This design comes from an exercise in tuning for small area on the open sky130 flow, not from production work. Function was checked by simulation only, so behaviour that the tests miss may differ from the original. No activity file was given, so power comes from the tool's default toggle rates.

AL:
==> flow/design.v (excerpt) <==
module uart (
    clk,
    reset,
    address,
    chipselect,
    writedata,
    readdata,
    write,
    read,
    uart_clk_out,
    uart_rx,
    uart_tx
);
Settings: LEC_CHECK=0, CAP_MARGIN=20, CORE_MARGIN=2, CORE_UTILIZATION=40, PLACE_DENSITY=0.6, SLEW_MARGIN=20; clock period 10.0 ns.
run.sh (not shown) runs the stock make flow with config.mk's settings and CLKGATE_MAP_FILE= SYNTH_SCRIPT=/design/flow/synth_recipe.tcl, a recipe that flattens the netlist after the stock synthesis.
AL finished end to end and its layout was clean on timing, DRC and antenna.
Changes in MS relative to AL:
diff --git a/flow/config.mk b/flow/config.mk
--- a/flow/config.mk
+++ b/flow/config.mk
@@ -7,0 +8 @@
+export ABC_AREA = 1
@@ -10,2 +11,2 @@
-export CORE_UTILIZATION = 40
-export PLACE_DENSITY = 0.6
+export CORE_UTILIZATION = 65
+export PLACE_DENSITY = 0.75
==> results.txt <==
- The flow did not stop early for MS: all stages ran, and the layout cleared the timing, design-rule and antenna checks.
- Comparing net total in the final layout for MS and AL, the bigger number came from MS.
- Changes observed in MS relative to AL: final hold slack saw a decrease; final RePlAce weighted congestion saw an increase.
- The run showing the smaller routed length on met2 is AL.
- Row met3 wire length: MS higher / AL lower
- Worst-path maximum fanout was higher in MS than in AL.
- On MS: total via count after detailed routing is 4058 higher than what AL gave.
- Changes observed in MS relative to AL: wire length after detailed routing climbed 6.7 mm, overall power of the completed layout climbed 1.9%, clock-buffer cell count dropped 10.

---

uart, a different RTL version from the one above (not shown whole).
Size: roughly 520 flip-flops, ~75 I/O pins, about 18000 um^2 of cells after synthesis.
Design uart, start of the top module:
module uart (
    clk,
    reset,
    address,
    chipselect,
    writedata,
    readdata,
    write,
    read,
    uart_clk_out,
    uart_rx,
    uart_tx
);
    input   clk, reset;
    input            read, write, chipselect;
    input [2:0]      address;
    input [31:0]     writedata;
    output reg [31:0] readdata;
    input        uart_rx;
    output       uart_clk_out;
    output       uart_tx;
    reg [6:0]  STATUS;
    reg [31:0] CONTROL;
    reg [31:0] BRD;
    reg last_write;
    reg last_read;
    reg rdFIFO;
    reg W1C_STROBE;
    reg clr_rxo, clr_txo, clr_fe;
    wire [8:0] rx_head;
    wire [8:0] tx_word;
    wire [2:0] states_txfifo;
    wire [2:0] states_rxfifo;
    wire       FE;
    wire sel = chipselect;
    wire wr_data = write && sel && (address == 3'd0) && !last_write;
    wire wr_stat = write && sel && (address == 3'd1) && !W1C_STROBE;
    wire wr_ctrl = write && sel && (address == 3'd2);
    wire wr_brd  = write && sel && (address == 3'd3);
    wire rd_data = read && sel && (address == 3'd0) && !last_read;
    always @ (posedge clk or posedge reset)
    begin
        if (reset)
        begin
            last_write <= 1'b0;
            last_read  <= 1'b0;
        end
        else
        begin
            last_write <= write;
            last_read  <= read;
        end
    end
    always @ (posedge clk or posedge reset)
    begin
        if (reset)
        begin
            readdata <= 32'b0;
            rdFIFO   <= 1'b0;
        end
        else
        begin
            rdFIFO <= rd_data;
            if (read && sel && (address == 3'd1))
  ...
==> flow/config.mk <==
export PLATFORM = sky130hd
export DESIGN_NAME = uart
export DESIGN_NICKNAME = uart
export VERILOG_FILES = /design/flow/design.v
export SDC_FILE = /design/flow/constraint.sdc
export NUM_CORES = 4
export LEC_CHECK = 0
export CAP_MARGIN = 20
export CORE_MARGIN = 2
export CORE_UTILIZATION = 65
export GPL_ROUTABILITY_DRIVEN = 0
export GPL_TIMING_DRIVEN = 0
export PLACE_DENSITY = 0.75
export SLEW_MARGIN = 20
==> flow/constraint.sdc <==
create_clock -name core_clock -period 10.0 [get_ports {clk}]
set_input_delay 2.0000 -clock core_clock [delete_from_list [all_inputs] [get_ports {clk}]]
set_output_delay 2.0000 -clock core_clock [all_outputs]
set_load 0.01 [all_outputs]
standard.sh (not shown) runs the stock make flow with config.mk's settings and CLKGATE_MAP_FILE= SYNTH_SCRIPT=/design/flow/synth_recipe.tcl, a recipe that flattens the netlist after the stock synthesis.
==> flow/flow/run.sh <==
#!/bin/bash
# Own layout flow: the standard ORFS flow (standard.sh, the standard flow's synthesis
# script) with these changes:
#  - Yosys's ABC step maps for area (flow/abc_area.script in place of ORFS's
#    abc_speed.script; the registers are mapped before ABC and do not change);
#  - port buffers use the smallest buffer (buf_1) instead of clkdlybuf4s50_1;
#  - clock tree: clkbuf_8 leaf buffers, 18-sink clusters, no dummy loads.
set -euo pipefail
here=$(pwd)
rm -rf "$here/scripts"
cp -r "$FLOW_HOME/scripts" "$here/scripts"
cp "$here/flow/abc_area.script" "$here/scripts/abc_speed.script"
export SCRIPTS_DIR="$here/scripts"
export BUFFER_PORTS_ARGS="-buffer_cell sky130_fd_sc_hd__buf_1"
export CTS_ARGS="-sink_clustering_enable -repair_clock_nets -dont_use_dummy_load -buf_list sky130_fd_sc_hd__clkbuf_8 -sink_clustering_size 18 -sink_clustering_max_diameter 60"
bash standard.sh > standard_flow.log 2>&1
==> flow/flow/abc_area.script <==
strash
dch -f
amap
The first run completed without violations.
Then changed:
Settings changed: CORE_UTILIZATION 65 to 72, GPL_ROUTABILITY_DRIVEN 0 to not set, GPL_TIMING_DRIVEN 0 to not set, PLACE_DENSITY 0.75 to 0.8.
After rerunning: Power barely changes; worst hold slack is about the same; sequential cell count is unchanged; cell area falls by about 1.2%; worst setup slack improves by 0.59 ns; area after synthesis is unchanged; non-clock buffer count came out lower by 4; core utilization went up by 6.9 points.

---

uart, a different RTL version from the one above (not shown whole).
Size in the first run: ~1,400 cells after synthesis.
==> flow/config.mk <==
export PLATFORM = sky130hd
export DESIGN_NAME = uart
export DESIGN_NICKNAME = uart
export VERILOG_FILES = /design/flow/design.v
export SDC_FILE = /design/flow/constraint.sdc
export NUM_CORES = 4
export LEC_CHECK = 0
export CAP_MARGIN = 20
export CORE_MARGIN = 2
export CORE_UTILIZATION = 72
export PLACE_DENSITY = 0.8
export SLEW_MARGIN = 20
==> flow/constraint.sdc <==
create_clock -name core_clock -period 10.0 [get_ports {clk}]
set_input_delay 2.0000 -clock core_clock [delete_from_list [all_inputs] [get_ports {clk}]]
set_output_delay 2.0000 -clock core_clock [all_outputs]
set_load 0.01 [all_outputs]
==> flow/flow/abc_area.script <==
strash
dch -f
amap -A 10 -F 3
Scripts as last shown in full above: flow/flow/run.sh
The starting point passed the timing, design-rule and antenna checks.
Then changed:
Settings changed: CORE_UTILIZATION 72 to 65, PLACE_DENSITY 0.8 to 0.75.
The changed run finished clean.
Hold slack got worse by 0.012 ns.
Maximum frequency increases by 0.79%.
Area after synthesis does not change.
Worst setup slack is better by 0.039 ns.
Via count shrinks by 2.7%.
Wire length fell by 2.5%.
Cell area hardly moves.
Synthesized cell count stays the same.
Cell count rose by 0.69%.
Core utilization falls by 7.9 points.
Then changed:
==> flow/flow/abc_area.script (replaced) <==
strash
dch -f
amap
Outcome: Critical path depth drops by 5; routed wire length climbs by 0.88%; die area climbs by 0.57%; global-route usage is about the same; count of clock-buffer cells in the layout stays the same; via count climbs by 2.2%; utilization climbs by 0.21 points; setup slack loses 0.17 ns; total power climbs by 3.7%.

---

try-xenon:
Another version of the RTL of uart (not shown whole).
Size: roughly 1,300 cells after synthesis, ~490 flip-flops, about 75 I/O pins, about 20,000 µm² of cells after synthesis.
clock: 10.0 ns
lec_check: 0
cap_margin: 20
core_margin: 2
core_utilization: 65
place_density: 0.75
slew_margin: 20
==> flow/flow/run.sh <==
#!/bin/bash
# Own layout flow: the standard ORFS flow (standard.sh, the standard flow's synthesis
# script) with these changes:
#  - Yosys's ABC step maps for area (flow/abc_area.script in place of ORFS's
#    abc_speed.script; the registers are mapped before ABC and do not change);
#  - port buffers use the smallest buffer (buf_1) instead of clkdlybuf4s50_1;
#  - clock tree: clkbuf_8 leaf buffers, 14-sink clusters, no dummy loads.
set -euo pipefail
here=$(pwd)
rm -rf "$here/scripts"
cp -r "$FLOW_HOME/scripts" "$here/scripts"
cp "$here/flow/abc_area.script" "$here/scripts/abc_speed.script"
export SCRIPTS_DIR="$here/scripts"
export BUFFER_PORTS_ARGS="-buffer_cell sky130_fd_sc_hd__buf_1"
export CTS_ARGS="-sink_clustering_enable -repair_clock_nets -dont_use_dummy_load -buf_list sky130_fd_sc_hd__clkbuf_8 -sink_clustering_size 14 -sink_clustering_max_diameter 50"
bash standard.sh > standard_flow.log 2>&1
==> flow/flow/abc_area.script <==
&get -n
&st
&dch
&nf -R 1000
&put
buffer -c
topo
stime -c
dnsize -c
#### Input delta (try-harbor over try-xenon)
==> flow/flow/run.sh <==
#!/bin/bash
# Own layout flow: the standard ORFS flow (standard.sh, unchanged
# synthesis) with two placement/CTS arguments changed:
#  - port buffers use the smallest buffer (buf_1) instead of clkdlybuf4s50_1;
#  - clock tree: clkbuf_8 leaf buffers, 14-sink clusters, no dummy loads.
set -euo pipefail
export BUFFER_PORTS_ARGS="-buffer_cell sky130_fd_sc_hd__buf_1"
export CTS_ARGS="-sink_clustering_enable -repair_clock_nets -dont_use_dummy_load -buf_list sky130_fd_sc_hd__clkbuf_8 -sink_clustering_size 14 -sink_clustering_max_diameter 50"
bash standard.sh > standard_flow.log 2>&1
removed: flow/flow/abc_area.script
Notes after the runs:
- For the fraction of the mapped netlist area in simple logic gates, try-harbor came in 1.2 points higher than try-xenon did.
- Cmp try-harbor vs try-xenon: register area share after synthesis lower in try-harbor
- Re synthesized cell count: try-harbor is 64 up on try-xenon.
- Comparing try-xenon with try-harbor, the part of the cycle the worst path needs came out essentially unchanged.
- Across both runs, fraction of the mapped netlist area in compound gates was lower for try-harbor than for try-xenon.
- Detailed-routing iteration count for the pre-antenna-repair pass: try-harbor > try-xenon
- Final area (try-harbor vs. try-xenon) increases by a few percent
- Per the final summary, try-harbor finished and its layout is clean on timing, DRC and antenna.
For try-juniper, these inputs were changed with respect to try-harbor:
==> flow/flow/run.sh <==
#!/bin/bash
# Own layout flow: the standard ORFS flow (standard.sh, the standard flow's synthesis
# script) with these changes:
#  - Yosys's ABC step maps for area (flow/abc_area.script in place of ORFS's
#    abc_speed.script; the registers are mapped before ABC and do not change);
#  - port buffers use the smallest buffer (buf_1) instead of clkdlybuf4s50_1;
#  - clock tree: clkbuf_8 leaf buffers, 14-sink clusters, no dummy loads.
set -euo pipefail
here=$(pwd)
rm -rf "$here/scripts"
cp -r "$FLOW_HOME/scripts" "$here/scripts"
cp "$here/flow/abc_area.script" "$here/scripts/abc_speed.script"
export SCRIPTS_DIR="$here/scripts"
export BUFFER_PORTS_ARGS="-buffer_cell sky130_fd_sc_hd__buf_1"
export CTS_ARGS="-sink_clustering_enable -repair_clock_nets -dont_use_dummy_load -buf_list sky130_fd_sc_hd__clkbuf_8 -sink_clustering_size 14 -sink_clustering_max_diameter 50"
bash standard.sh > standard_flow.log 2>&1
==> flow/flow/abc_area.script (new file) <==
strash
dch -f
amap
try-juniper against try-harbor: required time reported for the critical path endpoint rose by 300 ps, wire length of the first global-routing pass went up, count of TritonRoute iterations in the first routing pass went down 2.

-- afterwards: timing with drivers on the ports --
No port has a modelled driver above. Below, the same layouts with a new extraction and two added sets of constraints. Step 1: set_driving_cell puts a clkbuf_16 on clk and a buf_2 on each other input, an assumption about the parent block. Step 2 times the ports against the registers' clock, not the clock port: input delays grow and output delays shrink by t, the midpoint of the rising clock arrivals with the driver on. a / b / c = ideal ports / drivers / drivers and shift; a / b = the first two.
run	t, ns	setup WS [ns]	latest minus earliest clock arrival (ns)
AL	0.660	5.468 / 5.468 / 5.468	0.038 / 0.038
MS	0.643	5.574 / 5.607 / 4.964	0.015 / 0.015
the first run of note 2	0.578	3.406 / 3.406 / 3.406	0.081 / 0.081
the second run of note 2	0.593	3.997 / 3.997 / 3.997	0.042 / 0.043
the first run of note 3	0.589	5.046 / 5.046 / 4.653	0.039 / 0.039
the second run of note 3	0.594	5.085 / 5.085 / 4.658	0.068 / 0.069
the third run of note 3	0.574	4.912 / 4.912 / 4.510	0.094 / 0.094
try-xenon	0.605	5.688 / 5.688 / 5.244	0.062 / 0.062
try-harbor	0.631	5.687 / 5.717 / 5.086	0.064 / 0.064
try-juniper	0.600	5.015 / 5.015 / 4.474	0.062 / 0.062
After both steps setup and hold are still met in every run listed. The setup slack of MS, which loses most, moves by +0.033 ns with the drivers and by -0.610 ns with both steps.
